What follows belongs to an exercise in optimizing a design on an open flow for small area; a production flow would make more cautious choices. The RTL was checked by simulation tests, not by an equivalence proof against the original design. No activity file was given, so power comes from the tool's default toggle rates.

==> design/flow/design.v <==
module BCDtoSSeg (input [3:0] BCD, output reg [6:0] SSeg);
always @(*) begin
  case (BCD)
    4'd0: SSeg = 7'b0000001;
    4'd1: SSeg = 7'b1001111;
    4'd2: SSeg = 7'b0010010;
    4'd3: SSeg = 7'b0000110;
    4'd4: SSeg = 7'b1001100;
    4'd5: SSeg = 7'b0100100;
    4'd6: SSeg = 7'b0100000;
    4'd7: SSeg = 7'b0001111;
    4'd8: SSeg = 7'b0000000;
    4'd9: SSeg = 7'b0000100;
    4'ha: SSeg = 7'b0001000;
    4'hb: SSeg = 7'b1100000;
    4'hc: SSeg = 7'b0110001;
    4'hd: SSeg = 7'b1000010;
    4'he: SSeg = 7'b0110000;
    default: SSeg = 7'b0111000;
  endcase
end
endmodule
module Temporizador7seg (
    input clk,
    input reset,
    input fast_button,
    output [1:0] an,
    output [6:0] sseg,
    output reg bandera
);
    reg [3:0] BCD;
    reg [5:0] counter_seg;    
    reg fast_q;               
    reg freq;
    reg [5:0] segundero;      
    wire wrap = fast_q ? (counter_seg > 6'd10) : (counter_seg[5] & counter_seg[3] & counter_seg[0]);
    wire freq_rise = wrap & ~freq;
    wire seg59 = ~segundero[0] & ~segundero[1] & ~segundero[3] & segundero[4] & ~segundero[5];
    wire seg60 = ~segundero[0] & ~segundero[1] & ~segundero[2] & ~segundero[4] & segundero[5];
    always @(posedge clk) begin
        if (reset | wrap) counter_seg <= 6'd0;
        else counter_seg <= counter_seg + 6'd1;
        if (!wrap) fast_q <= fast_button;
        if (reset) freq <= 1'b0;
        else freq <= freq ^ wrap;
    end
    always @(posedge clk) begin
        if (reset) begin
            segundero <= 6'd0;
            BCD <= 4'd9;
            bandera <= 1'b0;
        end else if (freq_rise) begin
            if (seg60) begin
                segundero <= 6'd0;
                BCD <= (BCD == 4'd0) ? 4'd9 : BCD - 4'd1;
            end else begin
                segundero <= {segundero[4:0], ~(segundero[5] ^ segundero[4])};
                bandera <= seg59 & (BCD == 4'd0);
            end
        end
    end
    assign an = 2'b10;
    BCDtoSSeg visualizador (.BCD(BCD), .SSeg(sseg));
endmodule
module UltrasonicSensor(
    input clk,
    input rst,
    output trigger,
    input echo,
    output reg object_detected
);
    reg [2:0] trig_lfsr;
    assign trigger = trig_lfsr[2] & ~trig_lfsr[1] & ~trig_lfsr[0];
    always @(posedge clk) begin
        if (rst) trig_lfsr <= 3'd0;
        else trig_lfsr <= {trig_lfsr[1:0], ~(trig_lfsr[2] ^ trig_lfsr[0])};
    end
    reg echo_q;
    reg [9:0] L;
    reg over;
    wire s588 = L[0] & ~L[1] & ~L[2] & ~L[4] & ~L[5] & ~L[6] & L[7] & L[9];
    always @(posedge clk) begin
        echo_q <= echo & ~rst;
        if (!echo_q) begin
            L <= 10'd0;
            over <= 1'b0;
        end else begin
            L <= {L[8:0], ~(L[9] ^ L[2])};
            over <= over | s588;
        end
        if (rst) object_detected <= 1'b1;
        else if (echo_q & ~echo) object_detected <= ~over;
    end
endmodule
module control_fsm (
    input wire clk,
    input wire rst,
    input wire boton_jugar,
    input wire boton_alimentar,
    input wire sensor_luz,      
    input wire boton_curar,
    input wire boton_caricia,
    input wire fast_button,
    output reg [2:0] sac,
    output reg [2:0] div,
    output reg [1:0] des_h,
    output reg des_l,
    output reg [2:0] sal,
    output reg [2:0] fel,
    output reg [2:0] state,
    output wire [1:0] an,
    output wire [6:0] sseg
);
localparam ESTADO_IDEAL     = 3'b000;
localparam ESTADO_NEUTRO    = 3'b001;
localparam ESTADO_DIVERSION = 3'b010;
localparam ESTADO_ALIMENTAR = 3'b011;
localparam ESTADO_DESCANSO  = 3'b100;
localparam ESTADO_SALUD     = 3'b101;
localparam ESTADO_FELIZ     = 3'b110;
localparam ESTADO_MUERTO    = 3'b111;
reg [8:0] timer;
wire bandera;
reg bandera_prev;
Temporizador7seg temporizador_inst (
    .clk(clk),
    .reset(rst),
    .fast_button(fast_button),
    .an(an),
    .sseg(sseg),
    .bandera(bandera)
);
function [2:0] lvl_inc(input [2:0] n);
    lvl_inc = n[2] ? 3'd4 : n + 3'd1;
endfunction
function [2:0] lvl_dec(input [2:0] n);
    lvl_dec = (n == 3'd0) ? 3'd0 : n - 3'd1;
endfunction
wire t400 = ~timer[0] & ~timer[1] & ~timer[2] & timer[3] & timer[4] & ~timer[6] & timer[7];
wire t240 = timer[0] & ~timer[1] & timer[3] & timer[4] & timer[6] & timer[8];
wire t120 = timer[0] & timer[1] & timer[2] & timer[4] & timer[6] & timer[8];
wire accion = (state != ESTADO_IDEAL) & (state != ESTADO_NEUTRO) & (state != ESTADO_MUERTO);
wire bump = ~t240 & (t120 | bandera);
always @(posedge clk) begin
    if (rst) begin
        timer <= 9'd0;
    end else if ((state == ESTADO_IDEAL & ~t400) | (accion & ~t240 & ~bandera)) begin
        timer <= {timer[7:0], ~(timer[8] ^ timer[3])};
    end else begin
        timer <= 9'd0;
    end
end
always @(posedge clk) begin
    if (rst) begin
        sac <= 3'd4; div <= 3'd4; sal <= 3'd4; fel <= 3'd4;
        des_h <= 2'd3; des_l <= 1'b1;
        state <= ESTADO_IDEAL;
        bandera_prev <= 1'b0;
    end else begin
        case (state)
            ESTADO_IDEAL: begin
                if (t400) state <= ESTADO_NEUTRO;
            end
            ESTADO_NEUTRO: begin
                if (bandera) begin
                    if (!bandera_prev) begin
                        bandera_prev <= 1'b1;
                        sac <= lvl_dec(sac);
                        div <= lvl_dec(div);
                        sal <= lvl_dec(sal);
                        fel <= lvl_dec(fel);
                        if (des_h != 2'd0) des_h <= des_h - 2'd1;
                        else des_l <= 1'b0;
                    end
                end else if (sac == 3'd0 || sal == 3'd0) begin
                    state <= ESTADO_MUERTO;
                end else begin
                    bandera_prev <= 1'b0;
                    if (boton_jugar) state <= ESTADO_DIVERSION;
                    else if (boton_alimentar) state <= ESTADO_ALIMENTAR;
                    else if (sensor_luz) state <= ESTADO_DESCANSO;
                    else if (boton_curar) state <= ESTADO_SALUD;
                    else if (boton_caricia) state <= ESTADO_FELIZ;
                end
            end
            ESTADO_MUERTO: begin
                sac <= 3'd0; div <= 3'd0; sal <= 3'd0; fel <= 3'd0;
                des_h <= 2'd0; des_l <= 1'b0;
            end
            default: begin   
                if (t240 | bandera) state <= ESTADO_NEUTRO;
                if (bump) begin
                    case (state)
                        ESTADO_DIVERSION: begin
                            div <= lvl_inc(div);
                            fel <= lvl_inc(fel);
                            if (des_h != 2'd0) des_h <= des_h - 2'd1;
                            else if (des_l) des_h <= 2'd3;
                        end
                        ESTADO_ALIMENTAR: sac <= lvl_inc(sac);
                        ESTADO_DESCANSO: begin
                            if (~des_h[1] | (~des_h[0] & ~des_l)) des_h <= des_h + 2'd1;
                            else begin des_h <= 2'd3; des_l <= 1'b1; end
                        end
                        ESTADO_SALUD: sal <= lvl_inc(sal);
                        default: fel <= lvl_inc(fel);
                    endcase
                end
            end
        endcase
    end
end
endmodule
module visualizacion_personalizada (
    input clk,
    input rst,
    input [2:0] estado,
    input [2:0] sac,
    input [2:0] div,
    input [1:0] des_h,
    input des_l,
    input [2:0] sal,
    input [2:0] fel,
    input luz,
    input cercania,
    input fast,
    output rs,
    output enable,
    output reg [7:0] data
);
reg [2:0] div_cnt;
assign enable = div_cnt[2];
wire tick = ~div_cnt[2] & div_cnt[1] & div_cnt[0];
always @(posedge clk) begin
    if (rst) div_cnt <= 3'd0;
    else div_cnt <= div_cnt + 3'd1;
end
reg [1:0] ph;
reg t;
reg [6:0] x;
reg [2:0] s;    
wire c39 = x[5] & x[2] & x[1] & x[0];
always @(posedge clk) begin
    if (rst) begin
        ph <= 2'd0;
        x[2:0] <= 3'd0;
    end else if (tick) begin
        case (ph)
            2'd0: begin
                if (x[2]) begin ph <= 2'd1; x <= 7'd0; t <= 1'b0; end
                else x[2:0] <= x[2:0] + 3'd1;
            end
            2'd1: begin
                if (!t) t <= 1'b1;
                else if (x[5:0] == 6'd62) ph <= 2'd3;
                else begin x <= x + 7'd1; t <= (x[2:0] != 3'd7); end
            end
            2'd3: begin ph <= 2'd2; x <= 7'd0; t <= 1'b0; end
            default: begin
                if (!t) t <= 1'b1;
                else if (c39) begin
                    if (x[6]) ph <= 2'd0;
                    else begin x <= 7'd64; t <= 1'b0; end
                end else begin x <= x + 7'd1; t <= 1'b0; end
            end
        endcase
    end
end
wire [4:0] face;
caras_rom rom (.st(s), .i(x[5:0]), .o(face));
reg flag;
always @(*) begin
    case (x)
        7'h0E, 7'h0F: flag = luz;
        7'h22, 7'h23: flag = cercania;
        7'h4E, 7'h4F: flag = fast;
        7'h04: flag = (sac == 3'd4);
        7'h44: flag = (sac >= 3'd3);
        7'h18: flag = (sac >= 3'd2);
        7'h58: flag = (sac != 3'd0);
        7'h06: flag = (div == 3'd4);
        7'h46: flag = (div >= 3'd3);
        7'h1A: flag = (div >= 3'd2);
        7'h5A: flag = (div != 3'd0);
        7'h08: flag = (des_h == 2'd3) & des_l;
        7'h48: flag = (des_h == 2'd3) | ((des_h == 2'd2) & des_l);
        7'h1C: flag = des_h[1] | ((des_h == 2'd1) & des_l);
        7'h5C: flag = (des_h != 2'd0) | des_l;
        7'h0A: flag = (sal == 3'd4);
        7'h4A: flag = (sal >= 3'd3);
        7'h1E: flag = (sal >= 3'd2);
        7'h5E: flag = (sal != 3'd0);
        7'h0C: flag = (fel == 3'd4);
        7'h4C: flag = (fel >= 3'd3);
        7'h20: flag = (fel >= 3'd2);
        7'h60: flag = (fel != 3'd0);
        default: flag = 1'b0;
    endcase
end
always @(posedge clk) begin
    if (tick & ~(ph == 2'd1 & t & x[5:0] == 6'd62)) begin
        s[2:1] <= estado[2:1];
        s[0] <= (ph == 2'd2 & ~t) ? flag : estado[0];
    end
end
reg [7:0] chr;
always @(*) begin
    case (x)
        7'h00, 7'h11: chr = 8'h00;
        7'h01, 7'h12: chr = 8'h01;
        7'h02, 7'h13: chr = 8'h02;
        7'h40, 7'h51: chr = 8'h03;
        7'h41, 7'h52: chr = 8'h04;
        7'h42, 7'h53: chr = 8'h05;
        7'h14, 7'h25: chr = 8'h06;
        7'h15, 7'h26: chr = 8'h07;
        7'h16, 7'h27: chr = 8'h06;
        7'h0E, 7'h0F: chr = s[0] ? 8'h2A : 8'hA0;
        7'h22, 7'h23: chr = s[0] ? 8'hFC : 8'hA0;
        7'h4E, 7'h4F: chr = s[0] ? 8'h3E : 8'hA0;
        default: chr = s[0] ? 8'hFF : 8'hA0;
    endcase
end
assign rs = t & (ph != 2'd0);
always @(*) begin
    case (ph)
        2'd0: case (x[2:0])
                  3'd1: data = 8'h38;
                  3'd2: data = 8'h0C;
                  3'd3: data = 8'h01;
                  default: data = 8'h00;
              endcase
        2'd2: data = t ? chr : {1'b1, x};
        default: data = t ? {3'b000, face} : {2'b01, x[5:0]};
    endcase
end
endmodule
module caras_rom (input [2:0] st, input [5:0] i, output [4:0] o);
  wire x0, x1, x2, x3, x4, x5, x6, x7, x8;
  wire z0, z1, z2, z3, z4;
  assign x0 = st[2];
  assign x1 = st[1];
  assign x2 = st[0];
  assign x3 = i[5];
  assign x4 = i[4];
  assign x5 = i[3];
  assign x6 = i[2];
  assign x7 = i[1];
  assign x8 = i[0];
wire new_n15, new_n16, new_n17, new_n18, new_n19, new_n20, new_n21,
    new_n22, new_n23, new_n24, new_n25, new_n26, new_n27, new_n28, new_n29,
    new_n30, new_n31, new_n32, new_n33, new_n34, new_n35, new_n36, new_n37,
    new_n38, new_n39, new_n40, new_n41, new_n42, new_n43, new_n44, new_n45,
    new_n46, new_n47, new_n48, new_n49, new_n50, new_n51, new_n52, new_n53,
    new_n54, new_n55, new_n56, new_n57, new_n58, new_n59, new_n60, new_n61,
    new_n62, new_n63, new_n64, new_n65, new_n66, new_n67, new_n68, new_n69,
    new_n70, new_n71, new_n72, new_n73, new_n74, new_n75, new_n76, new_n77,
    new_n78, new_n79, new_n80, new_n81, new_n82, new_n83, new_n84, new_n85,
    new_n86, new_n87, new_n88, new_n89, new_n90, new_n92, new_n93, new_n94,
    new_n95, new_n96, new_n97, new_n98, new_n99, new_n100, new_n101,
    new_n102, new_n103, new_n104, new_n105, new_n106, new_n107, new_n108,
    new_n109, new_n110, new_n111, new_n112, new_n113, new_n114, new_n115,
    new_n116, new_n117, new_n118, new_n119, new_n120, new_n121, new_n122,
    new_n123, new_n124, new_n125, new_n126, new_n127, new_n128, new_n129,
    new_n130, new_n131, new_n132, new_n133, new_n134, new_n135, new_n136,
    new_n137, new_n138, new_n139, new_n140, new_n141, new_n142, new_n143,
    new_n144, new_n145, new_n146, new_n147, new_n148, new_n149, new_n150,
    new_n151, new_n152, new_n153, new_n154, new_n155, new_n156, new_n157,
    new_n158, new_n159, new_n160, new_n161, new_n162, new_n163, new_n164,
    new_n165, new_n166, new_n167, new_n168, new_n169, new_n170, new_n171,
    new_n172, new_n173, new_n174, new_n175, new_n176, new_n177, new_n178,
    new_n179, new_n180, new_n181, new_n183, new_n184, new_n185, new_n186,
    new_n187, new_n188, new_n189, new_n190, new_n191, new_n192, new_n193,
    new_n194, new_n195, new_n196, new_n197, new_n198, new_n199, new_n200,
    new_n201, new_n202, new_n203, new_n204, new_n205, new_n206, new_n207,
    new_n208, new_n209, new_n210, new_n211, new_n212, new_n213, new_n214,
    new_n215, new_n216, new_n217, new_n218, new_n219, new_n220, new_n221,
    new_n222, new_n223, new_n224, new_n225, new_n226, new_n227, new_n228,
    new_n229, new_n230, new_n231, new_n232, new_n233, new_n234, new_n236,
    new_n237, new_n238, new_n239, new_n240, new_n241, new_n242, new_n243,
    new_n244, new_n245, new_n246, new_n247, new_n248, new_n249, new_n251,
    new_n252, new_n253, new_n254, new_n255, new_n256;
  assign new_n15 = ~x4 & ~x5;
  assign new_n16 = x3 & new_n15;
  assign new_n17 = x6 & ~x7;
  assign new_n18 = ~x7 & ~x8;
  assign new_n19 = ~x6 & ~new_n18;
  assign new_n20 = ~new_n17 & ~new_n19;
  assign new_n21 = x1 & ~x5;
  assign new_n22 = ~new_n20 & ~new_n21;
  assign new_n23 = x7 & ~x8;
  assign new_n24 = ~x5 & x6;
  assign new_n25 = new_n23 & new_n24;
  assign new_n26 = ~x7 & x8;
  assign new_n27 = x1 & ~new_n26;
  assign new_n28 = x0 & ~new_n27;
  assign new_n29 = ~new_n25 & ~new_n28;
  assign new_n30 = ~new_n22 & new_n29;
  assign new_n31 = x1 & x6;
  assign new_n32 = x8 & new_n31;
  assign new_n33 = x2 & ~new_n32;
  assign new_n34 = ~new_n30 & new_n33;
  assign new_n35 = new_n16 & new_n34;
  assign new_n36 = x3 & x4;
  assign new_n37 = ~new_n35 & ~new_n36;
  assign new_n38 = ~x0 & ~x1;
  assign new_n39 = ~x2 & new_n38;
  assign new_n40 = ~x8 & new_n39;
  assign new_n41 = x2 & ~new_n38;
  assign new_n42 = ~new_n39 & ~new_n41;
  assign new_n43 = x0 & x1;
  assign new_n44 = new_n18 & ~new_n43;
  assign new_n45 = x6 & ~new_n44;
  assign new_n46 = new_n42 & new_n45;
  assign new_n47 = ~new_n40 & ~new_n46;
  assign new_n48 = ~new_n37 & ~new_n47;
  assign new_n49 = ~x3 & ~x4;
  assign new_n50 = x5 & new_n49;
  assign new_n51 = ~x3 & ~x5;
  assign new_n52 = x4 & new_n51;
  assign new_n53 = ~new_n50 & ~new_n52;
  assign new_n54 = x6 & new_n18;
  assign new_n55 = ~x6 & x7;
  assign new_n56 = x0 & new_n55;
  assign new_n57 = ~new_n54 & ~new_n56;
  assign new_n58 = x1 & ~x2;
  assign new_n59 = ~new_n57 & new_n58;
  assign new_n60 = x7 & x8;
  assign new_n61 = ~x6 & new_n60;
  assign new_n62 = new_n42 & new_n61;
  assign new_n63 = ~x0 & x1;
  assign new_n64 = x2 & new_n63;
  assign new_n65 = ~x6 & new_n64;
  assign new_n66 = new_n23 & new_n65;
  assign new_n67 = ~new_n62 & ~new_n66;
  assign new_n68 = ~new_n59 & new_n67;
  assign new_n69 = ~new_n53 & ~new_n68;
  assign new_n70 = ~x0 & x5;
  assign new_n71 = ~x1 & x2;
  assign new_n72 = ~new_n70 & new_n71;
  assign new_n73 = ~x5 & ~x8;
  assign new_n74 = x6 & ~new_n73;
  assign new_n75 = ~x0 & ~x2;
  assign new_n76 = x1 & new_n75;
  assign new_n77 = ~new_n74 & new_n76;
  assign new_n78 = ~new_n72 & ~new_n77;
  assign new_n79 = ~new_n20 & ~new_n78;
  assign new_n80 = x6 & new_n64;
  assign new_n81 = new_n23 & new_n80;
  assign new_n82 = ~new_n79 & ~new_n81;
  assign new_n83 = x3 & ~new_n82;
  assign new_n84 = new_n51 & new_n60;
  assign new_n85 = ~x6 & ~new_n84;
  assign new_n86 = new_n42 & new_n51;
  assign new_n87 = new_n85 & new_n86;
  assign new_n88 = ~new_n83 & ~new_n87;
  assign new_n89 = ~x4 & ~new_n88;
  assign new_n90 = ~new_n69 & ~new_n89;
  assign z0 = ~new_n48 & new_n90;
  assign new_n92 = ~x5 & new_n66;
  assign new_n93 = ~x6 & ~x7;
  assign new_n94 = x0 & x2;
  assign new_n95 = ~x1 & x5;
  assign new_n96 = new_n94 & new_n95;
  assign new_n97 = ~new_n93 & new_n96;
  assign new_n98 = ~x1 & x7;
  assign new_n99 = ~new_n94 & new_n98;
  assign new_n100 = new_n61 & new_n99;
  assign new_n101 = ~new_n97 & ~new_n100;
  assign new_n102 = ~new_n92 & new_n101;
  assign new_n103 = ~x4 & ~new_n102;
  assign new_n104 = ~x7 & new_n24;
  assign new_n105 = ~x4 & new_n26;
  assign new_n106 = ~new_n104 & ~new_n105;
  assign new_n107 = new_n39 & ~new_n106;
  assign new_n108 = ~x3 & ~new_n107;
  assign new_n109 = ~new_n103 & new_n108;
  assign new_n110 = ~x4 & new_n109;
  assign new_n111 = ~x7 & new_n15;
  assign new_n112 = new_n40 & ~new_n111;
  assign new_n113 = ~new_n83 & ~new_n112;
  assign new_n114 = ~new_n36 & ~new_n113;
  assign new_n115 = new_n60 & new_n70;
  assign new_n116 = ~new_n18 & ~new_n115;
  assign new_n117 = new_n114 & new_n116;
  assign new_n118 = ~new_n38 & ~new_n43;
  assign new_n119 = ~new_n36 & ~new_n49;
  assign new_n120 = ~new_n118 & ~new_n119;
  assign new_n121 = ~new_n36 & ~new_n43;
  assign new_n122 = x2 & x5;
  assign new_n123 = ~new_n121 & new_n122;
  assign new_n124 = ~new_n120 & new_n123;
  assign new_n125 = x8 & ~new_n15;
  assign new_n126 = new_n39 & new_n125;
  assign new_n127 = ~new_n124 & ~new_n126;
  assign new_n128 = ~new_n30 & ~new_n127;
  assign new_n129 = ~x6 & ~new_n128;
  assign new_n130 = ~new_n117 & new_n129;
  assign new_n131 = new_n75 & new_n130;
  assign new_n132 = x5 & new_n94;
  assign new_n133 = ~new_n131 & ~new_n132;
  assign new_n134 = new_n18 & ~new_n36;
  assign new_n135 = x1 & ~new_n134;
  assign new_n136 = ~new_n133 & ~new_n135;
  assign new_n137 = ~new_n60 & ~new_n98;
  assign new_n138 = ~new_n127 & new_n137;
  assign new_n139 = x6 & ~new_n138;
  assign new_n140 = new_n40 & new_n139;
  assign new_n141 = new_n75 & new_n137;
  assign new_n142 = ~new_n94 & ~new_n141;
  assign new_n143 = ~new_n18 & ~new_n142;
  assign new_n144 = ~new_n139 & new_n143;
  assign new_n145 = ~new_n140 & ~new_n144;
  assign new_n146 = x5 & ~new_n145;
  assign new_n147 = new_n130 & ~new_n146;
  assign new_n148 = ~new_n36 & new_n93;
  assign new_n149 = ~new_n147 & new_n148;
  assign new_n150 = ~new_n136 & ~new_n149;
  assign new_n151 = ~new_n110 & ~new_n150;
  assign new_n152 = new_n42 & new_n93;
  assign new_n153 = new_n39 & new_n55;
  assign new_n154 = ~new_n80 & ~new_n153;
  assign new_n155 = ~new_n152 & new_n154;
  assign new_n156 = ~x5 & ~new_n155;
  assign new_n157 = ~new_n151 & ~new_n156;
  assign new_n158 = new_n49 & ~new_n157;
  assign new_n159 = ~x5 & ~new_n23;
  assign new_n160 = ~x3 & ~new_n159;
  assign new_n161 = new_n36 & new_n60;
  assign new_n162 = ~new_n160 & ~new_n161;
  assign new_n163 = ~x4 & ~new_n60;
  assign new_n164 = new_n64 & ~new_n163;
  assign new_n165 = ~new_n162 & new_n164;
  assign new_n166 = x0 & ~x2;
  assign new_n167 = new_n16 & new_n166;
  assign new_n168 = ~new_n165 & ~new_n167;
  assign new_n169 = new_n18 & ~new_n168;
  assign new_n170 = ~new_n43 & ~new_n60;
  assign new_n171 = ~new_n18 & new_n36;
  assign new_n172 = ~new_n41 & new_n171;
  assign new_n173 = ~new_n170 & new_n172;
  assign new_n174 = new_n139 & ~new_n173;
  assign new_n175 = ~new_n169 & new_n174;
  assign new_n176 = ~new_n114 & new_n175;
  assign new_n177 = ~x1 & new_n69;
  assign new_n178 = ~new_n165 & ~new_n177;
  assign new_n179 = new_n130 & new_n178;
  assign new_n180 = ~new_n176 & ~new_n179;
  assign new_n181 = ~new_n35 & ~new_n180;
  assign z1 = ~new_n158 & new_n181;
  assign new_n183 = x7 & new_n43;
  assign new_n184 = ~new_n44 & ~new_n183;
  assign new_n185 = new_n48 & ~new_n184;
  assign new_n186 = ~x7 & ~new_n50;
  assign new_n187 = x7 & new_n50;
  assign new_n188 = ~new_n186 & ~new_n187;
  assign new_n189 = new_n140 & new_n188;
  assign new_n190 = x5 & new_n23;
  assign new_n191 = ~new_n104 & ~new_n190;
  assign new_n192 = new_n36 & ~new_n191;
  assign new_n193 = x5 & new_n26;
  assign new_n194 = new_n119 & new_n193;
  assign new_n195 = new_n49 & new_n54;
  assign new_n196 = ~new_n19 & ~new_n195;
  assign new_n197 = ~new_n194 & new_n196;
  assign new_n198 = ~new_n192 & new_n197;
  assign new_n199 = x5 & x7;
  assign new_n200 = new_n36 & ~new_n199;
  assign new_n201 = ~new_n50 & ~new_n200;
  assign new_n202 = new_n85 & new_n201;
  assign new_n203 = new_n64 & ~new_n202;
  assign new_n204 = ~new_n198 & new_n203;
  assign new_n205 = new_n87 & new_n198;
  assign new_n206 = ~new_n35 & ~new_n205;
  assign new_n207 = ~new_n204 & new_n206;
  assign new_n208 = ~new_n189 & new_n207;
  assign new_n209 = ~new_n185 & new_n208;
  assign new_n210 = ~x5 & new_n118;
  assign new_n211 = ~new_n20 & ~new_n210;
  assign new_n212 = ~new_n146 & ~new_n156;
  assign new_n213 = x4 & ~new_n212;
  assign new_n214 = new_n109 & ~new_n213;
  assign new_n215 = ~new_n63 & new_n73;
  assign new_n216 = x5 & ~x6;
  assign new_n217 = ~x2 & ~new_n216;
  assign new_n218 = ~new_n215 & new_n217;
  assign new_n219 = x1 & new_n209;
  assign new_n220 = ~x1 & ~new_n209;
  assign new_n221 = new_n113 & ~new_n220;
  assign new_n222 = ~new_n219 & new_n221;
  assign new_n223 = ~new_n218 & ~new_n222;
  assign new_n224 = new_n167 & new_n223;
  assign new_n225 = x7 & new_n224;
  assign new_n226 = new_n180 & ~new_n223;
  assign new_n227 = x3 & ~new_n226;
  assign new_n228 = ~new_n225 & new_n227;
  assign new_n229 = ~new_n214 & ~new_n228;
  assign new_n230 = ~new_n211 & ~new_n229;
  assign new_n231 = new_n16 & ~new_n93;
  assign new_n232 = ~new_n224 & new_n231;
  assign new_n233 = ~new_n151 & ~new_n232;
  assign new_n234 = ~new_n230 & ~new_n233;
  assign z2 = new_n209 & ~new_n234;
  assign new_n236 = ~x5 & ~x6;
  assign new_n237 = new_n18 & new_n65;
  assign new_n238 = new_n23 & new_n39;
  assign new_n239 = x2 & x4;
  assign new_n240 = ~new_n238 & ~new_n239;
  assign new_n241 = ~new_n237 & new_n240;
  assign new_n242 = ~new_n236 & ~new_n241;
  assign new_n243 = ~new_n95 & ~new_n109;
  assign new_n244 = ~new_n165 & ~new_n243;
  assign new_n245 = new_n34 & ~new_n244;
  assign new_n246 = ~new_n242 & ~new_n245;
  assign new_n247 = x5 & ~new_n82;
  assign new_n248 = x4 & ~new_n247;
  assign new_n249 = ~new_n246 & ~new_n248;
  assign z3 = ~new_n229 & ~new_n249;
  assign new_n251 = ~x3 & ~new_n248;
  assign new_n252 = ~new_n87 & ~new_n251;
  assign new_n253 = ~x4 & new_n68;
  assign new_n254 = ~new_n252 & ~new_n253;
  assign new_n255 = new_n15 & new_n83;
  assign new_n256 = ~new_n48 & ~new_n255;
  assign z4 = ~new_n254 & new_n256;
  assign o[4] = z0;
  assign o[3] = z1;
  assign o[2] = z2;
  assign o[1] = z3;
  assign o[0] = z4;
endmodule
module TamaguchiUpdateNewPro(
    input boton_jugar,
    input boton_alimentar,
    input sensor_luz,
    input boton_curar,
    input echo,
    input rst_neg,
    input clk,
    input boton_acelerar,
    output trigger,
    output [6:0] segment,
    output [1:0] anodos,
    output rs,
    output rw,
    output enable,
    output [7:0] data,
    output prb
);
wire rst = ~rst_neg;
assign prb = boton_acelerar;
assign rw = 1'b0;
wire object_detected;
wire [2:0] state;
wire [2:0] sac, div, sal, fel;   
wire [1:0] des_h;                
wire des_l;
control_fsm modulo_principal(
    .clk(clk),
    .rst(rst),
    .boton_jugar(boton_jugar),
    .boton_alimentar(boton_alimentar),
    .boton_curar(boton_curar),
    .sensor_luz(sensor_luz),
    .boton_caricia(object_detected),
    .fast_button(boton_acelerar),
    .sac(sac), .div(div), .des_h(des_h), .des_l(des_l), .sal(sal), .fel(fel),
    .state(state),
    .an(anodos),
    .sseg(segment)
);
UltrasonicSensor dhaissdnas(
    .clk(clk),
    .rst(rst),
    .trigger(trigger),
    .echo(echo),
    .object_detected(object_detected)
);
visualizacion_personalizada diahdias(
    .clk(clk),
    .rst(rst),
    .estado(state),
    .sac(sac), .div(div), .des_h(des_h), .des_l(des_l), .sal(sal), .fel(fel),
    .luz(~sensor_luz),
    .cercania(object_detected),
    .fast(boton_acelerar),
    .rs(rs),
    .enable(enable),
    .data(data)
);
endmodule
==> design/flow/run.sh <==
#!/bin/bash
# synth_recipe.tcl (not shown) runs the flow's synth.tcl, then flattens the netlist and writes it again
# the make line also repeats each setting of config.mk as NAME=value (left out here)
make -C /OpenROAD-flow-scripts/flow DESIGN_CONFIG=/design/flow/config.mk WORK_HOME=/design/flow/orfs CLKGATE_MAP_FILE= SYNTH_SCRIPT=/design/flow/synth_recipe.tcl finish
==> design/flow/config.mk <==
export PLATFORM = sky130hd
export DESIGN_NAME = TamaguchiUpdateNewPro
export DESIGN_NICKNAME = TamaguchiUpdateNewPro
export VERILOG_FILES = /design/flow/design.v
export SDC_FILE = /design/flow/constraint.sdc
export NUM_CORES = 4
export LEC_CHECK = 0
export ABC_AREA = 1
export CAP_MARGIN = 20
export CORE_MARGIN = 2
export CORE_UTILIZATION = 40
export PLACE_DENSITY = 0.6
export SLEW_MARGIN = 20
==> design/flow/constraint.sdc <==
create_clock -name core_clock -period 10.0 [get_ports {clk}]
set_input_delay 2.0000 -clock core_clock [delete_from_list [all_inputs] [get_ports {clk}]]
set_output_delay 2.0000 -clock core_clock [all_outputs]
set_load 0.01 [all_outputs]
==> reports/summary.txt, run 1 <==
Cell row count: 46
Area of the die: 0.0169 mm^2
Vias in the first global route: 5,707
Final setup viols: 0
Drt drc: 0
Delay-heaviest family, CP: simple AND/OR/NAND/NOR gates
Synth async-reset ratio: 0%
Worst Path Arrival: 3930 ps
Placed Area: 0.00673 mm^2
# H-tree levels: 3
Slew margin rel.: 35.4%
Switching fraction of total power: 33.0%
Worst-margin pin slew: 966 ps
Longest Clk Path Bufs: 2
Initial cell density of the core: 40.4%
WL final: 17,100 um
Largest net degree at the start of global routing: 26
Syn Inst Count: 938
Fillers: 1,631
First-pass GRT wire length: 27,600 um
Synthesized flop and latch total: 86
Mapped cell area: 0.00635 mm^2
Final hold slack: 410 ps
Die Wd: 130 um
Hold Path Class: flip-flop to flip-flop
Layout Cells excl Fill: 1,172
CP Class: flip-flop to output pin
DR vias: 6,214
Post-synth EDFFs: 9
GRT Util Overall: 20.6%
Clk_skew: 8.77 ps
Overflow after GRT: 0
CTS Hold Bufs: 0
Status: finished clean
PD cells: 142 mW/mm^2
Final hold viol count: 0
Post-synthesis sequential area ratio: 28.5%
Initial drt markers: 409
Comb pwr share: 22.7%
Hpwl dp: 12,900 um
Leakage: 0.00318 uW
# diodes: 0
Crit path max fanout: 16
Iteration count of the initial detailed-routing pass: 5
Worst setup EP type: output pin
Area delta synth->final: 10.9%
I/O Pins: 30
Layout cells sized above 1: 6.38%
Max incr delay on CP: 720 ps
Pre-CTS WS: 4490 ps
# port buffers: 26
Psw: 330 uW
Mean area per synthesized cell: 6.77 um^2
Max Cap Violations: 0
Sequential cell fraction of total power: 40.6%
Slowest CP cell: dfxtp_1
Clock root buffer: clkbuf_16
Setup WS post-layout: 4070 ps
Most used DFF post-synth: dfxtp_1
Setup Total Neg Slack: 0 ps
Worst-skew pair later-pin latency: 340 ps
TritonCTS clock tree: done
Period utilisation layout: 59.3%
Post-route cell area: 0.00705 mm^2
P_int: 669 uW
VDD IR max: 0.0000960 V
Post-CTS setup buffers: 0
CTS sink cnt: 86
CP required: 8000 ps
Core outline area: 0.0157 mm^2
Routability congestion estimate from global placement: 0.979
CP dominant cell by count: nand2_1
Max Clock Freq: 0.169 GHz
Buf+Inv Stages, Crit Path: 2
Clock-pin slew on the worst setup and hold paths: 70 ps
Synth warnings: 5
Vias per cell: 5.30
Initial antenna violation count: 0
Detail Route Antenna Nets: 0
Critical path startpoint category: flip-flop
Post-CTS Resized: 0
CP Cell Sequence: inv_1 > ha_1 > nand2_1 > nor2_1 > nor2_1 > nand2_1 > nand2_1 > nand3_1 > nor2_2 > nand3_1 > nand3_2 > nand2_1 > nand2_1 > nand3_1 > nand2_1 > nand2_1 > nand2_1 > nand2_1 > nand2_1 > nand2_1 > nand2_1 > clkdlybuf4s50_1
Die H: 130 um
Max Slew Vio Count: 0
NumNets Final: 1,017
RSZ-0062 raised after global routing: no
Netlist cell types: 62
Tmin final: 5930 ps
Clock power frac: 36.7%
Routed WL per cell: 14.6 um
Total CTS buffers: 9
Dpl cells: 1,156
-- kinds of logic (layout without fill, tap and decap cells) --
kind of cell / count (synthesis) / after routing / synth area share (%)
AND/OR/NAND/NOR: 405 / 405 / 28.1
AO/OA/AOI/OAI: 201 / 201 / 18.9
buffers and inverters: 179 / 196 / 12.0
flip-flops: 86 / 86 / 28.5
adder cells (fa/ha/maj): 58 / 58 / 11.4
XOR/XNOR: 7 / 7 / 0.965
other: 2 / 3 / 0.118
-- worst reg2reg max path, stage by stage (launching register included) --
cell      delay [ps]
dfxtp_1          390
nor2_1           160
inv_1             90
nor2_1           730
inv_2            320
nand2_2          340
inv_1            120
nand2_1           90
nand2_1           60
nor2_2           170
inv_1             80
nor2_1           220
inv_1            130
a221oi_1         260
a211oi_1          70
-- state kept, by name, summed over array words and instances, names as in the netlist, 4 cells and up --
| register | flops |
|---|---|
| dhaissdnas.L | 10 |
| modulo_principal.timer | 9 |
| diahdias.x | 7 |
| segment | 7 |
| modulo_principal.temporizador_inst.counter_seg | 6 |
| modulo_principal.temporizador_inst.segundero | 6 |
| modulo_principal.temporizador_inst.BCD | 4 |
-- Yosys cell counts, drive strengths merged (2+ instances only) --
cell | n | area share (%)
a211oi | 11 | 1.3
a21oi | 51 | 4.3
a221oi | 5 | 0.69
a31oi | 12 | 1.2
buf | 18 | 2.2
clkbuf | 9 | 0.55
clkinv | 2 | 0.14
conb | 2 | 0.12
dfxtp | 77 | 24
edfxtp | 9 | 4.3
ha | 58 | 11
inv | 150 | 9.0
nand2 | 193 | 12
nand3 | 49 | 4.2
nand3b | 3 | 0.35
nand4 | 10 | 0.98
nor2 | 109 | 6.7
nor3 | 22 | 1.8
nor3b | 2 | 0.24
nor4 | 8 | 0.98
o211ai | 10 | 1.2
o21ai | 75 | 6.0
o221ai | 5 | 0.69
o22ai | 18 | 1.8
o311ai | 2 | 0.28
o31ai | 3 | 0.35
or2 | 6 | 0.59
xor2 | 6 | 0.83
-- cells in the final DEF (no fill, tap or decap), types with 3 or more instances in the layout --
master           synthesis  layout
inv_6                    1       3
or2_2                    3       3
o22ai_1                 18      18
clkdlybuf4s50_1          0      26
o31ai_1                  3       3
o211ai_1                10      10
a21oi_1                 47      47
nor3_1                  21      21
a221oi_1                 5       5
o21ai_0                 71      71
nand2_1                182     182
clkbuf_16                0       9
nand3_2                  4       4
nor2_1                 105     105
nand3_1                 45      45
a31oi_1                 12      12
ha_1                    58      58
nand4_1                 10      10
a211oi_1                11      11
conb_1                   2       3
inv_1                  139     139
xor2_1                   6       6
nor2_2                   3       3
inv_2                    8       8
edfxtp_1                 9       9
o221ai_1                 5       5
a21oi_2                  4       4
nand3b_1                 3       3
dfxtp_1                 77      77
nor4_1                   6       6
nand2_2                  9       9
-- per-layer routing --
metal | part of all wire [%] | GRT usage (%)
met1 | 46 | 27.1
met4 | 2.1 | 6.96
met5 | 0 | 0
met2 | 46 | 33.9
met3 | 6.0 | 3.94
-- through the flow --
| stage | total power (uW) | utilization [%] |
|---|---|---|
| floorplan | 577 | - |
| global placement | 636 | 42.8 |
| detailed placement | 636 | 42.8 |
| CTS | 1010 | 44.8 |
| global route | 1060 | 44.8 |
| finish | 999 | 44.8 |
-- worst paths after layout --
kind	slack (ps)	cells after the start	to	start
max	4070	22	data[2]	diahdias.x[1]
min	410	2	modulo_principal.timer[6]	modulo_principal.timer[5]
max reg2reg	6630	14	modulo_principal.div[1]	modulo_principal.state[2]
min reg2reg	410	2	modulo_principal.timer[6]	modulo_principal.timer[5]
-- area by class of cell --
cell class	count	area, um^2	area share (%)
multi-input combinational	674	3790	53.7
sequential	86	1810	25.7
inverter	152	582	8.26
timing repair buffer	28	275	3.91
tap	216	270	3.84
clock buffer	10	229	3.25
clock inverter	6	91.3	1.30
-- power by group through the flow --
stage	combinational, uW	sequential (uW)	clock, uW
finish	227	406	366
global route	260	410	389
CTS	225	405	376
detailed placement	223	413	0
global placement	223	413	0
floorplan	175	402	0
==> inputs of run 2 (changes only) <==
==> design/flow/flow/run.sh (new file) <==
#!/bin/bash
# Own flow: the standard layout, except that the synthesis maps the logic
# with an area-oriented ABC script (flow/area.abc) instead of ORFS's
# abc_area.script. Everything before ABC (and so every register, its name and
# cell) is the standard synthesis; everything after synthesis is standard.sh.
set -euo pipefail
work=$PWD
export MY_ABC_SCRIPT=$work/flow/area.abc
export FLOW_WORK=$work
# the standard make command, with flow/synth.tcl as the synthesis script
sed -e "s#SYNTH_SCRIPT=[^ ]*#SYNTH_SCRIPT=$work/flow/synth.tcl#" standard.sh > $work/synth_std.sh
bash $work/synth_std.sh synth > $work/synth.log 2>&1
bash standard.sh > $work/layout.log 2>&1
==> design/flow/flow/area.abc (new file) <==
strash
dc2
&get -n
&deepsyn -T 180
&put
dch -f
map -a
==> design/flow/flow/synth.tcl (new file) <==
# synth_recipe.tcl with one change: ABC runs flow/area.abc in place of the
# script ORFS passes it. The other ABC arguments (liberty, dont_use, constraints)
# are kept.
proc abc {args} {
  set i [lsearch $args -script]
  if {$i >= 0} { set args [lreplace $args [expr {$i+1}] [expr {$i+1}] $::env(MY_ABC_SCRIPT)] }
  yosys abc {*}$args
}
source $::env(FLOW_WORK)/synth_recipe.tcl
==> design/flow/standard.sh (new file) <==
#!/bin/bash
# synth_recipe.tcl (not shown) runs the flow's synth.tcl, then flattens the netlist and writes it again
# the make line also repeats each setting of config.mk as NAME=value (left out here)
make -C /OpenROAD-flow-scripts/flow DESIGN_CONFIG=/design/flow/config.mk WORK_HOME=/design/flow/orfs CLKGATE_MAP_FILE= SYNTH_SCRIPT=/design/flow/synth_recipe.tcl "${@:-finish}"
--- a/design/flow/config.mk
+++ b/design/flow/config.mk
@@ -7,3 +7,2 @@
 export LEC_CHECK = 0
-export ABC_AREA = 1
 export CAP_MARGIN = 20
removed: design/flow/run.sh
==> run 2 against run 1 <==
  * Maximum frequency fell by 20%
  * Design area decreased by 8.1%
  * Count of clock-buffer cells in the layout increased by 2
  * Clock power decreased by 4%
  * Sequential power down 11%
  * Largest power group unchanged
==> reports/summary.txt, run 2 <==
Largest net degree at the start of global routing: 25 (was 26)
NumNets Final: 902 (was 1,017)
Critical path startpoint category: flip-flop (unchanged)
CTS Hold Bufs: 0 (unchanged)
Die H: 123 um (was 130 um)
Max FFs per register: 10 (unchanged)
Synth warnings: 5 (unchanged)
Period utilisation layout: 74.0% (was 59.3%)
Most frequent cell after synthesis: clkinv_1 (was nand2_1)
R2r setup slk: 5970 ps (was 6630 ps)
First-pass GRT wire length: 28,900 um (was 27,600 um)
Worst Path Arrival: 5400 ps (was 3930 ps)
Busiest grt layer: met2 (unchanged)
Post-CTS Resized: 0 (unchanged)
Synthesized flop and latch total: 86 (unchanged)
Clock-pin slew on the worst setup and hold paths: 70 ps (about the same)
Tmin final: 7400 ps (was 5930 ps)
Clock root buffer: clkbuf_16 (unchanged)
GR met3 Demand/Resource: 5.30% (was 3.94%)
Clk_skew: 12.2 ps (was 8.77 ps)
Max Clock Freq: 0.135 GHz (was 0.169 GHz)
Reg2Reg Depth: 10 (was 14)
Most frequent cells in the layout: clkinv_1, nor2_1, nand2_1, dfxtp_1 (was nand2_1, inv_1, nor2_1, dfxtp_1, o21ai_0)
Top post-synthesis cells by count: clkinv_1, nor2_1, nand2_1 (was nand2_1, inv_1, nor2_1)
Hold Startpoint: dhaissdnas.L[3] (was modulo_principal.timer[5])
Detail Route Antenna Nets: 0 (unchanged)
Initial drt markers: 725 (was 409)
CP Cell Sequence: clkinv_1 > nor2_1 > clkinv_1 > a31oi_1 > o22a_2 > nor2_1 > a21oi_1 > nor2_1 > a221oi_1 > nand3_1 > o21a_1 > a21boi_0 > o32a_2 > a21oi_1 > o211ai_1 > nand3_1 > clkdlybuf4s50_1 (was inv_1 > ha_1 > nand2_1 > nor2_1 > nor2_1 > nand2_1 > nand2_1 > nand3_1 > nor2_2 > nand3_1 > nand3_2 > nand2_1 > nand2_1 > nand3_1 > nand2_1 > nand2_1 > nand2_1 > nand2_1 > nand2_1 > nand2_1 > nand2_1 > clkdlybuf4s50_1)
Worst setup EP type: output pin (unchanged)
Routed WL per cell: 17.7 um (was 14.6 um)
Layout cells sized above 1: 3.33% (was 6.38%)
GRT Util Overall: 24.6% (was 20.6%)
Max incr delay on CP: 820 ps (was 720 ps)
Vias per cell: 5.76 (was 5.30)
Max Slew Vio Count: 0 (unchanged)
# port buffers: 26 (unchanged)
Crit path max fanout: 19 (was 16)
Hpwl dp: 13,800 um (was 12,900 um)
Placed Area: 0.00616 mm^2 (was 0.00673 mm^2)
Area of the die: 0.0152 mm^2 (was 0.0169 mm^2)
CP Class: flip-flop to output pin (unchanged)
Total CTS buffers: 9 (unchanged)
CP dominant cell by count: nor2_1 (was nand2_1)
Commonest non-fill, non-tap cell in the layout: clkinv_1 (was nand2_1)
Vias in the first global route: 5,544 (was 5,707)
Drt drc: 0 (unchanged)
Slowest CP cell: dfxtp_1 (unchanged)
Worst-skew pair later-pin latency: 360 ps (was 340 ps)
PD cells: 119 mW/mm^2 (was 142 mW/mm^2)
Most used DFF post-synth: dfxtp_1 (unchanged)
VDD IR max: 0.0000861 V (was 0.0000960 V)
Area delta synth->final: 13.5% (was 10.9%)
WHS Path Cells: 2 (unchanged)
Initial cell density of the core: 41.1% (was 40.4%)
Cell row count: 43 (was 46)
Setup Total Neg Slack: 0 ps (unchanged)
Syn Inst Count: 803 (was 938)
Yosys top cell by area: dfxtp_1 (unchanged)
Netlist cell types: 45 (was 62)
Post-route cell area: 0.00647 mm^2 (was 0.00705 mm^2)
CTS sink cnt: 86 (unchanged)
Post-CTS setup buffers: 0 (unchanged)
# diodes: 0 (unchanged)
Final hold viol count: 0 (unchanged)
RSZ-0062 raised after global routing: no (unchanged)
WL final: 18,000 um (was 17,100 um)
Largest Register: dhaissdnas.L (unchanged)
Initial antenna violation count: 0 (unchanged)
R2R Path End: diahdias.ph[0] (was modulo_principal.div[1])
Met2 Usage GRT: 38.4% (was 33.9%)
Reg2reg start: diahdias.x[2] (was modulo_principal.state[2])
Leakage: 0.00237 uW (was 0.00318 uW)
Core outline area: 0.0139 mm^2 (was 0.0157 mm^2)
Area contributors post-synth: dfxtp_1, ha_1, clkinv_1, nor2_1, nand2_1 (was dfxtp_1, ha_1, nand2_1, inv_1, nor2_1)
CP required: 8000 ps (about the same)
Synth async-reset ratio: 0% (unchanged)
Die Wd: 123 um (was 130 um)
Overflow after GRT: 0 (unchanged)
TritonCTS clock tree: done (unchanged)
Delay-heaviest family, CP: compound AO/OA/AOI/OAI gates (was simple AND/OR/NAND/NOR gates)
Iteration count of the initial detailed-routing pass: 5 (unchanged)
# H-tree levels: 3 (unchanged)
Routability congestion estimate from global placement: 0.994 (was 0.979)
Final setup viols: 0 (unchanged)
Longest Clk Path Bufs: 2 (unchanged)
Largest regs: dhaissdnas.L: 10 flops, modulo_principal.timer: 9 flops (unchanged)
Max Cap Violations: 0 (unchanged)
Top-area cell type share of the netlist area: 27.0% (was 24.3%)
DR vias: 5,878 (was 6,214)
I/O Pins: 30 (unchanged)
Mapped cell area: 0.00571 mm^2 (was 0.00635 mm^2)
Buf+Inv Stages, Crit Path: 3 (was 2)
Post-synth EDFFs: 9 (unchanged)
Worst Hold End: dhaissdnas.L[4] (was modulo_principal.timer[6])
GRT met1 Usage: 33.1% (was 27.1%)
Slew margin rel.: 47.9% (was 35.4%)
Post-synthesis sequential area ratio: 31.8% (was 28.5%)
Mean area per synthesized cell: 7.11 um^2 (was 6.77 um^2)
Status: finished clean (unchanged)
Hold Path Class: flip-flop to flip-flop (unchanged)
Layout Utilization: 46.6% (was 44.8%)
Worst-margin pin slew: 776 ps (was 966 ps)
-- run 2: cell types whose count changed in the layout (fill, tap and decap cells not counted), moves of 5 or more --
cell | before | now
inv_2 | 8 | 0
o2111ai_1 | 1 | 6
nand3_1 | 45 | 31
a211oi_1 | 11 | 5
o21ai_0 | 71 | 59
nand2_2 | 9 | 0
a21oi_1 | 47 | 59
a22oi_1 | 1 | 7
clkinv_1 | 1 | 142
nor2_1 | 105 | 135
nand2_1 | 182 | 79
inv_1 | 139 | 0
-- run 2: worst min-delay path, cell delays in order, from the launching register on --
cell and delay [ps]:
dfxtp_1 300, clkinv_1 30, nor2_1 30
-- run 2: routing by layer --
layer  part of all wire (%)  vias to the layer above  wire, um
met2                     45                      277      8110
li1                       -                     2836         -
met5                      0                        -         0
met4                    3.4                        0       622
met1                     44                     2711      8000
met3                    7.2                       54      1300
-- run 2: cell type report --
| type | count | area (um^2) |
|---|---|---|
| Fill cell | 1433 | 7410 |
| Timing Repair Buffer | 27 | 268 |
| Sequential cell | 86 | 1810 |
| Clock inverter | 4 | 52.6 |
| Multi-Input combinational cell | 570 | 3330 |
| Clock buffer | 12 | 258 |
| Tap cell | 180 | 225 |
| Inverter | 142 | 533 |
-- run 2: report_power, final --
| group | total [uW] | switching [uW] | internal (uW) |
|---|---|---|---|
| sequential | 363 | 8.30 | 355 |
| clock | 350 | 140 | 210 |
| combinational | 57.8 | 36.0 | 21.8 |
| total | 771 | 184 | 587 |
-- run 2: metrics by stage --
step	hold WS, ps	total power [uW]	worst slack [ps]	std cells
global placement	388	428	3330	1005
global route	419	802	2250	1021
floorplan	383	406	4650	804
detailed placement	395	428	3190	1005
CTS	403	776	2790	1021
finish	398	771	2600	1021
-- run 2: worst max path at each step --
| stage | cells after the start | endpoint | startpoint |
|---|---|---|---|
| after floorplan | 16 | data[2] | diahdias.x[2] |
| after global placement | 22 | data[2] | diahdias.x[1] |
| after detailed placement | 17 | data[2] | diahdias.x[2] |
| after CTS | 17 | data[2] | diahdias.x[2] |
| after global routing | 17 | data[2] | diahdias.x[2] |
| final | 17 | data[2] | diahdias.x[2] |
-- run 2: logic make-up after synthesis --
family | share of synthesized area, %
AOI/OAI and AO/OA | 23.1
xor gates and xnor gates | 0.614
adders and majority gates | 12.7
buffers and inverters | 10.0
DFF | 31.8
other | 0.132
and+or+nand+nor | 21.7
==> inputs of run 3 (changes only) <==
--- a/design/flow/design.v
+++ b/design/flow/design.v
@@ -1,22 +1,10 @@
-module BCDtoSSeg (input [3:0] BCD, output reg [6:0] SSeg);
-always @(*) begin
-  case (BCD)
-    4'd0: SSeg = 7'b0000001;
-    4'd1: SSeg = 7'b1001111;
-    4'd2: SSeg = 7'b0010010;
-    4'd3: SSeg = 7'b0000110;
-    4'd4: SSeg = 7'b1001100;
-    4'd5: SSeg = 7'b0100100;
-    4'd6: SSeg = 7'b0100000;
-    4'd7: SSeg = 7'b0001111;
-    4'd8: SSeg = 7'b0000000;
-    4'd9: SSeg = 7'b0000100;
-    4'ha: SSeg = 7'b0001000;
-    4'hb: SSeg = 7'b1100000;
-    4'hc: SSeg = 7'b0110001;
-    4'hd: SSeg = 7'b1000010;
-    4'he: SSeg = 7'b0110000;
-    default: SSeg = 7'b0111000;
-  endcase
-end
+module BCDtoSSeg (input [3:0] BCD, output [6:0] SSeg);
+wire [3:0] b = BCD;
+assign SSeg[6] = (b[0] & ~b[1] & ~b[2] & ~b[3]) | (~b[0] & ~b[1] & b[2]);
+assign SSeg[5] = (b[0] & ~b[1] & b[2]) | (~b[0] & b[1] & b[2]);
+assign SSeg[4] = (~b[0] & b[1] & ~b[2]);
+assign SSeg[3] = (b[0] & ~b[1] & ~b[2] & ~b[3]) | (~b[0] & ~b[1] & b[2]) | (b[0] & b[1] & b[2]);
+assign SSeg[2] = (b[0]) | (~b[1] & b[2]);
+assign SSeg[1] = (b[0] & ~b[2] & ~b[3]) | (b[1] & ~b[2]) | (b[0] & b[1]);
+assign SSeg[0] = (~b[1] & ~b[2] & ~b[3]) | (b[0] & b[1] & b[2]);
 endmodule
@@ -133,6 +121,6 @@
 function [2:0] lvl_inc(input [2:0] n);
-    lvl_inc = n[2] ? 3'd4 : n + 3'd1;
+    lvl_inc = {n[2] | (n[1] & n[0]), ~n[2] & (n[1] ^ n[0]), ~n[2] & ~n[0]};
 endfunction
 function [2:0] lvl_dec(input [2:0] n);
-    lvl_dec = (n == 3'd0) ? 3'd0 : n - 3'd1;
+    lvl_dec = {1'b0, n[2] | (n[1] & n[0]), n[2] | (n[1] & ~n[0])};
 endfunction
@@ -171,3 +159,3 @@
                         fel <= lvl_dec(fel);
-                        if (des_h != 2'd0) des_h <= des_h - 2'd1;
+                        if (des_h != 2'd0) des_h <= {des_h[1] & des_h[0], ~des_h[0]};
                         else des_l <= 1'b0;
@@ -196,3 +184,3 @@
                             fel <= lvl_inc(fel);
-                            if (des_h != 2'd0) des_h <= des_h - 2'd1;
+                            if (des_h != 2'd0) des_h <= {des_h[1] & des_h[0], ~des_h[0]};
                             else if (des_l) des_h <= 2'd3;
@@ -201,3 +189,3 @@
                         ESTADO_DESCANSO: begin
-                            if (~des_h[1] | (~des_h[0] & ~des_l)) des_h <= des_h + 2'd1;
+                            if (~des_h[1] | (~des_h[0] & ~des_l)) des_h <= {des_h[1] ^ des_h[0], ~des_h[0]};
                             else begin des_h <= 2'd3; des_l <= 1'b1; end
==> design/flow/flow/run.sh (replaced) <==
#!/bin/bash
# Own flow: the standard layout, with three changes:
#  - synthesis maps the logic with an area-oriented ABC script (flow/area.abc)
#    instead of ORFS's abc script; everything before ABC (and so every register,
#    its name and cell) is the standard synthesis;
#  - port buffers are buf_1 (every input and output still gets one);
#  - CTS builds the clock tree from clkbuf_8 and adds no dummy loads.
set -euo pipefail
work=$PWD
export MY_ABC_SCRIPT=$work/flow/area.abc
export FLOW_WORK=$work
sed -e "s#SYNTH_SCRIPT=[^ ]*#SYNTH_SCRIPT=$work/flow/synth.tcl#" standard.sh > $work/synth_std.sh
sed -e "s#\"\${@:-finish}\"#'BUFFER_PORTS_ARGS=-buffer_cell sky130_fd_sc_hd__buf_1' 'CTS_ARGS=-sink_clustering_enable -repair_clock_nets -dont_use_dummy_load -buf_list sky130_fd_sc_hd__clkbuf_8' \"\${@:-finish}\"#" standard.sh > $work/layout_std.sh
bash $work/synth_std.sh synth > $work/synth.log 2>&1
bash $work/layout_std.sh > $work/layout.log 2>&1
==> run 3 against run 2 <==
  * Register-to-register slack improved by 540 ps
  * Synthesized area fell by 7.9%
  * Combinational power fell by 22%
  * Non-clock buffer count rose by 1
  * Largest power group unchanged
==> reports/summary.txt, run 3 <==
Initial drt markers: 498 (was 725)
Vias in the first global route: 5,522 (was 5,544)
Dpl cells: 961 (was 1,005)
Worst-skew pair later-pin latency: 360 ps (about the same)
Setup WS post-layout: 3410 ps (was 2600 ps)
Leakage: 0.00205 uW (was 0.00237 uW)
Post-synthesis sequential area ratio: 31.8% (about the same)
Total CTS buffers: 9 (unchanged)
VDD IR max: 0.0000764 V (was 0.0000861 V)
Hold Startpoint: modulo_principal.timer[5] (was dhaissdnas.L[3])
Clk_skew: 22.9 ps (was 12.2 ps)
Clock root buffer: clkbuf_8 (was clkbuf_16)
Most used DFF post-synth: dfxtp_1 (unchanged)
Setup Total Neg Slack: 0 ps (unchanged)
Worst Hold End: modulo_principal.timer[6] (was dhaissdnas.L[4])
Top post-synthesis cells by count: clkinv_1, nor2_1, dfxtp_1 (was clkinv_1, nor2_1, nand2_1)
Worst-margin pin slew: 792 ps (was 776 ps)
# H-tree levels: 3 (unchanged)
Longest Clk Path Bufs: 2 (unchanged)
Area of the die: 0.0141 mm^2 (was 0.0152 mm^2)
Period utilisation layout: 65.9% (was 74.0%)
CP Class: flip-flop to output pin (unchanged)
First-pass GRT wire length: 27,200 um (was 28,900 um)
WHS Path Cells: 2 (unchanged)
RSZ-0062 raised after global routing: no (unchanged)
I/O Pins: 30 (unchanged)
Mapped cell area: 0.00526 mm^2 (was 0.00571 mm^2)
Final setup viols: 0 (unchanged)
Post-route cell area: 0.00568 mm^2 (was 0.00647 mm^2)
Crit path max fanout: 12 (was 19)
Worst Path Arrival: 4590 ps (was 5400 ps)
Largest regs: dhaissdnas.L: 10 flops, modulo_principal.timer: 9 flops, diahdias.x: 7 flops (was dhaissdnas.L: 10 flops, modulo_principal.timer: 9 flops)
Switching fraction of total power: 25.3% (was 23.9%)
Cell row count: 41 (was 43)
Hold Path Class: flip-flop to flip-flop (unchanged)
Reg2reg start: diahdias.x[2] (unchanged)
Detail Route Antenna Nets: 0 (unchanged)
Final hold viol count: 0 (unchanged)
Max FFs per register: 10 (unchanged)
Synthesized flop and latch total: 79 (was 86)
Comb pwr share: 8.0% (was 7.5%)
Overflow after GRT: 0 (unchanged)
Clock-pin slew on the worst setup and hold paths: 80 ps (was 70 ps)
Post-CTS setup buffers: 0 (unchanged)
Area contributors post-synth: dfxtp_1, ha_1, clkinv_1, nor2_1, a21oi_1 (was dfxtp_1, ha_1, clkinv_1, nor2_1, nand2_1)
Post-CTS Resized: 0 (unchanged)
Max Slew Vio Count: 0 (unchanged)
GRT Util Overall: 24.0% (was 24.6%)
NumNets Final: 852 (was 902)
DR vias: 5,554 (was 5,878)
Routed WL per cell: 17.0 um (was 17.7 um)
Most frequent cells in the layout: clkinv_1, nor2_1, dfxtp_1, nand2_1, a21oi_1 (was clkinv_1, nor2_1, nand2_1, dfxtp_1)
Routability congestion estimate from global placement: 0.940 (was 0.994)
Syn Inst Count: 764 (was 803)
Fillers: 1,360 (was 1,433)
CTS sink cnt: 79 (was 86)
Die Wd: 119 um (was 123 um)
CP dominant cell by count: nand3_1 (was nor2_1)
Drt drc: 0 (unchanged)
Netlist cell types: 38 (was 45)
Pre-CTS WS: 3880 ps (was 3190 ps)
PD cells: 99.1 mW/mm^2 (was 119 mW/mm^2)
Clock power frac: 32.9% (was 45.4%)
CP Cell Sequence: clkinv_1 > ha_1 > o21ai_0 > o21ai_0 > nand3_1 > nand3_1 > nor2_1 > nor2_1 > nor2_1 > o211ai_1 > nand3_1 > clkinv_1 > nand2_1 > nand3_1 > nand2_1 > a21oi_1 > a21oi_1 > a21oi_1 > o211ai_1 > nand4_1 > buf_1 (was clkinv_1 > nor2_1 > clkinv_1 > a31oi_1 > o22a_2 > nor2_1 > a21oi_1 > nor2_1 > a221oi_1 > nand3_1 > o21a_1 > a21boi_0 > o32a_2 > a21oi_1 > o211ai_1 > nand3_1 > clkdlybuf4s50_1)
Worst setup EP type: output pin (unchanged)
Top-area cell type share of the netlist area: 26.7% (was 27.0%)
Post-synth EDFFs: 9 (unchanged)
Mean area per synthesized cell: 6.88 um^2 (was 7.11 um^2)
R2r setup slk: 6510 ps (was 5970 ps)
Yosys top cell by area: dfxtp_1 (unchanged)
TritonCTS clock tree: done (unchanged)
CTS Hold Bufs: 0 (unchanged)
Slowest CP cell: dfxtp_1 (unchanged)
Placed Area: 0.00556 mm^2 (was 0.00616 mm^2)
Max incr delay on CP: 630 ps (was 820 ps)
Core outline area: 0.0127 mm^2 (was 0.0139 mm^2)
Slew margin rel.: 47.0% (was 47.9%)
Hpwl dp: 12,600 um (was 13,800 um)
P_int: 421 uW (was 587 uW)
Max Clock Freq: 0.152 GHz (was 0.135 GHz)
Area delta synth->final: 8.09% (was 13.5%)
Vias per cell: 5.73 (was 5.76)
# port buffers: 26 (unchanged)
Layout cells sized above 1: 2.01% (was 3.33%)
Synth warnings: 4 (was 5)
Initial cell density of the core: 41.3% (was 41.1%)
Tmin final: 6590 ps (was 7400 ps)
Sequential cell fraction of total power: 59.1% (was 47.1%)
Psw: 142 uW (was 184 uW)
Synth async-reset ratio: 0% (unchanged)
# diodes: 0 (unchanged)
Reg2Reg Depth: 12 (was 10)
Initial antenna violation count: 0 (unchanged)
Largest Register: dhaissdnas.L (unchanged)
Critical path startpoint category: flip-flop (unchanged)
Iteration count of the initial detailed-routing pass: 5 (unchanged)
Max Cap Violations: 0 (unchanged)
Layout Cells excl Fill: 970 (was 1,021)
Die H: 119 um (was 123 um)
WL final: 16,500 um (was 18,000 um)
Status: finished clean (unchanged)
R2R Path End: diahdias.ph[1] (was diahdias.ph[0])
Largest net degree at the start of global routing: 23 (was 25)
CP required: 8000 ps (about the same)
run 3: kinds of logic after synthesis:
family | share of synthesized area [%]
other cells | 0.143
fa+ha+maj | 10.5
compound gates | 24.7
flops | 31.8
xor+xnor | 0.333
buf+inv | 10.3
simple gates | 22.3
run 3: worst max-delay path by stage:
stage / to / cells after the start / from / slack [ps]
after CTS: data[2] / 21 / diahdias.x[1] / 3500
after detailed placement: data[2] / 21 / diahdias.x[1] / 3880
after global placement: data[2] / 21 / diahdias.x[1] / 3940
final: data[2] / 21 / diahdias.x[1] / 3410
after global routing: data[2] / 21 / diahdias.x[1] / 2950
after floorplan: data[2] / 20 / diahdias.x[1] / 4990
run 3: critical path, delay by kind of cell (launching register included):
family	cells	cell delay [ps]
buffers and inverters	3	690
AND/OR/NAND/NOR	10	1210
AO/OA/AOI/OAI	7	1260
flip-flops	1	630
adder cells (fa/ha/maj)	1	490
run 3: power groups by stage:
stage | combinational (uW) | sequential (uW) | clock (uW)
after detailed placement | 44.4 | 340 | 0
after global placement | 44.3 | 339 | 0
after global routing | 51.2 | 333 | 205
after floorplan | 31.7 | 338 | 0
final | 45.1 | 333 | 185
after CTS | 44.6 | 332 | 193
run 3: routing by layer:
layer / vias up / part of all wire, % / track usage [%]
met5: - / 0 / 0
met4: 0 / 4.0 / 11.9
met3: 64 / 7.6 / 4.49
met2: 256 / 45 / 38.8
met1: 2527 / 43 / 30.5
li1: 2707 / - / -
run 3: metrics by stage:
stage,util (%),hold WS [ps],total power [uW]
after global routing,44.7,418,589
after detailed placement,43.7,390,384
after CTS,44.7,393,570
after floorplan,-,383,370
final,44.7,392,563
after global placement,43.7,393,384
run 3: layout make-up:
type                    count  area (um^2)  share of cell area, %
multi-input cells         546         3050                   53.6
flip-flops and latches     79         1670                   29.4
inverters                 136          510                   8.98
well taps                 172          215                   3.79
clock buffers               9          124                   2.18
repair buffers             28          113                   1.98
==> inputs of run 4 (changes only) <==
==> design/flow/flow/area.abc (replaced) <==
strash
dc2
&get -n
&deepsyn -T 300
&put
strash
&get -n
&dch -f
&nf -R 1000
&put
--- a/design/flow/config.mk
+++ b/design/flow/config.mk
@@ -9,4 +9,4 @@
 export CORE_MARGIN = 2
-export CORE_UTILIZATION = 40
-export PLACE_DENSITY = 0.6
+export CORE_UTILIZATION = 65
+export PLACE_DENSITY = 0.75
 export SLEW_MARGIN = 20
==> run 4 against run 3 <==
  * Global-route usage is 14 points higher
  * Critical path depth decreased by 2
  * Clock power is 3% higher
  * Largest cell class unchanged
==> reports/summary.txt, run 4 <==
Status: finished clean (unchanged)
Area contributors post-synth: dfxtp_1, ha_1, nor2_1, edfxtp_1, o21ai_0 (was dfxtp_1, ha_1, clkinv_1, nor2_1, a21oi_1)
Post-route cell area: 0.00554 mm^2 (was 0.00568 mm^2)
CTS sink cnt: 79 (unchanged)
Pre-CTS WS: 3550 ps (was 3880 ps)
CP Class: flip-flop to output pin (unchanged)
Worst Path Arrival: 4930 ps (was 4590 ps)
Mean area per synthesized cell: 7.81 um^2 (was 6.88 um^2)
Most frequent cells in the layout: nor2_1, dfxtp_1, nand2_1, o21ai_0, a21oi_1 (was clkinv_1, nor2_1, dfxtp_1, nand2_1, a21oi_1)
First-pass GRT wire length: 26,000 um (was 27,200 um)
Iteration count of the initial detailed-routing pass: 6 (was 5)
Initial drt markers: 723 (was 498)
R2r setup slk: 6860 ps (was 6510 ps)
Largest net degree at the start of global routing: 42 (was 23)
Setup WS post-layout: 3070 ps (was 3410 ps)
Clock root buffer: clkbuf_8 (unchanged)
Longest Clk Path Bufs: 2 (unchanged)
Setup Total Neg Slack: 0 ps (unchanged)
Largest family of logic cells by synthesized area: simple AND/OR/NAND/NOR gates (was compound AO/OA/AOI/OAI gates)
Period utilisation layout: 69.3% (was 65.9%)
Worst-skew pair later-pin latency: 370 ps (was 360 ps)
Layout cells sized above 1: 1.57% (was 2.01%)
Post-synthesis adder-cell area fraction: 10.6% (was 10.5%)
Fillers: 555 (was 1,360)
Leakage: 0.00208 uW (was 0.00205 uW)
CTS Hold Bufs: 0 (unchanged)
Crit path max fanout: 18 (was 12)
Post-CTS Resized: 0 (unchanged)
Post-synthesis xor/xnor area fraction: 2.02% (was 0.333%)
Drt drc: 0 (unchanged)
Area of the die: 0.00874 mm^2 (was 0.0141 mm^2)
Synth async-reset ratio: 0% (unchanged)
TritonCTS clock tree: done (unchanged)
NumNets Final: 754 (was 852)
Netlist cell types: 57 (was 38)
R2R Path End: diahdias.ph[0] (was diahdias.ph[1])
Routability congestion estimate from global placement: 1.05 (was 0.940)
Synthesized flop and latch total: 79 (unchanged)
Layout Utilization: 71.7% (was 44.7%)
Register area: 0.00167 mm^2 (unchanged)
Mux share of post-synthesis cell area: 0.818% (was 0%)
Most frequent cell after synthesis: nor2_1
Reg2reg start: diahdias.x[0] (was diahdias.x[2])
Compound-gate portion of the synthesized area: 24.3% (was 24.7%)
Initial antenna violation count: 0 (unchanged)
Mapped cell area: 0.00520 mm^2 (was 0.00526 mm^2)
Worst-margin pin slew: 890 ps (was 792 ps)
Worst Hold End: dhaissdnas.L[0] (was modulo_principal.timer[6])
Clock-pin slew on the worst setup and hold paths: 80 ps (about the same)
Final hold viol count: 0 (unchanged)
Die H: 93.5 um (was 119 um)
VDD IR max: 0.000105 V (was 0.0000764 V)
Max Clock Freq: 0.144 GHz (was 0.152 GHz)
# diodes: 0 (unchanged)
Post-synth EDFFs: 9 (unchanged)
CP required: 8000 ps (about the same)
Area delta synth->final: 6.49% (was 8.09%)
Max Cap Violations: 0 (unchanged)
Die Wd: 93.5 um (was 119 um)
Top post-synthesis cells by count: nor2_1, dfxtp_1, nand2_1 (was clkinv_1, nor2_1, dfxtp_1)
Cell row count: 32 (was 41)
Post-synthesis sequential area ratio: 32.1% (was 31.8%)
Initial cell density of the core: 67.3% (was 41.3%)
# port buffers: 26 (unchanged)
Final setup viols: 0 (unchanged)
Total CTS buffers: 9 (unchanged)
Max Slew Vio Count: 0 (unchanged)
Detail Route Antenna Nets: 0 (unchanged)
WL final: 16,100 um (was 16,500 um)
Worst setup EP type: output pin (unchanged)
Critical path startpoint category: flip-flop (unchanged)
[run 4: worst max path at each step]
stage / startpoint / to / slack [ps]
2_1_floorplan: diahdias.x[1] / data[2] / 4270
3_3_place_gp: diahdias.x[1] / data[2] / 3690
3_5_place_dp: diahdias.x[1] / data[2] / 3550
4_1_cts: diahdias.x[1] / data[2] / 3190
5_1_grt: diahdias.x[1] / data[2] / 2680
6_report: diahdias.x[1] / data[2] / 3070
[run 4: layout make-up]
cell class              count  area share, %
repair buffers             28           2.03
clock buffers               9           2.24
multi-input cells         544           60.5
well taps                 102           2.30
flip-flops and latches     79           30.2
inverters                  40           2.71
[run 4: layer usage]
metal  wire (um)  part of all wire [%]  vias up  track usage [%]
li1            -                     -     2487                -
met1        6020                    37     2553             44.2
met2        7420                    46      420             62.8
met3        1760                    11      108             8.94
met4         895                   5.6        0             21.1
met5           0                     0        -                0
[run 4: report_power, final]
part / internal, uW / leakage (uW) / switching, uW
Sequential: 326 / 0.000646 / 7.99
Clock: 80.6 / 0.0000647 / 110
Combinational: 14.9 / 0.00137 / 25.5
Total: 421 / 0.00208 / 143
[run 4: kinds of logic (layout without fill, tap and decap cells)]
group,Yosys count,count (layout)
and+or+nand+nor,285,285
AOI/OAI and AO/OA,196,196
DFF,79,79
adders and majority gates,44,44
buffers and inverters,44,77
xor gates and xnor gates,12,12
muxes,4,4
other,2,3
[run 4: worst max-delay path, stage by stage (launching register included)]
cell	delay [ps]
dfxtp_1	780
clkinv_1	420
ha_1	440
nor2b_1	200
a21oi_1	210
o21ai_0	120
o211ai_1	150
and3_1	210
nor2b_1	240
o22ai_1	140
o21ai_0	330
xnor2_1	110
o32a_1	190
nor2b_1	150
nand2_1	60
o211ai_1	90
o21ai_0	170
a21oi_1	100
o311ai_0	280
buf_1	190
[run 4: stage by stage]
step	hold slack (ps)	std cells
after detailed placement	438	793
after global placement	415	793
after global routing	466	802
after CTS	449	802
after floorplan	407	667
final	445	802

==> separate check: timing with driven ports <==
The flow's constraints put no driver on any port. The routed layouts listed below were extracted and timed again, unchanged, in two steps. Step 1 assumes that a clkbuf_16 drives the clock port and a buf_2 every other input. Step 2 also shifts input and output timing later by t, the mid clock arrival at the registers, as if the neighbouring blocks saw the same clock. Slacks: ideal ports / drivers / drivers and shift; pairs: ideal ports / drivers.
run | t, ns | setup WS [ns] | worst data-port slew with drivers (ns)
run 1 | 0.381 | 4.067 / 4.027 / 4.408 | 0.03
run 2 | 0.392 | 2.601 / 2.559 / 2.950 | 0.03
run 3 | 0.382 | 3.406 / 3.371 / 3.753 | 0.05
run 4 | 0.381 | 3.068 / 3.039 / 3.419 | 0.03
After both steps every run listed still meets setup and hold.
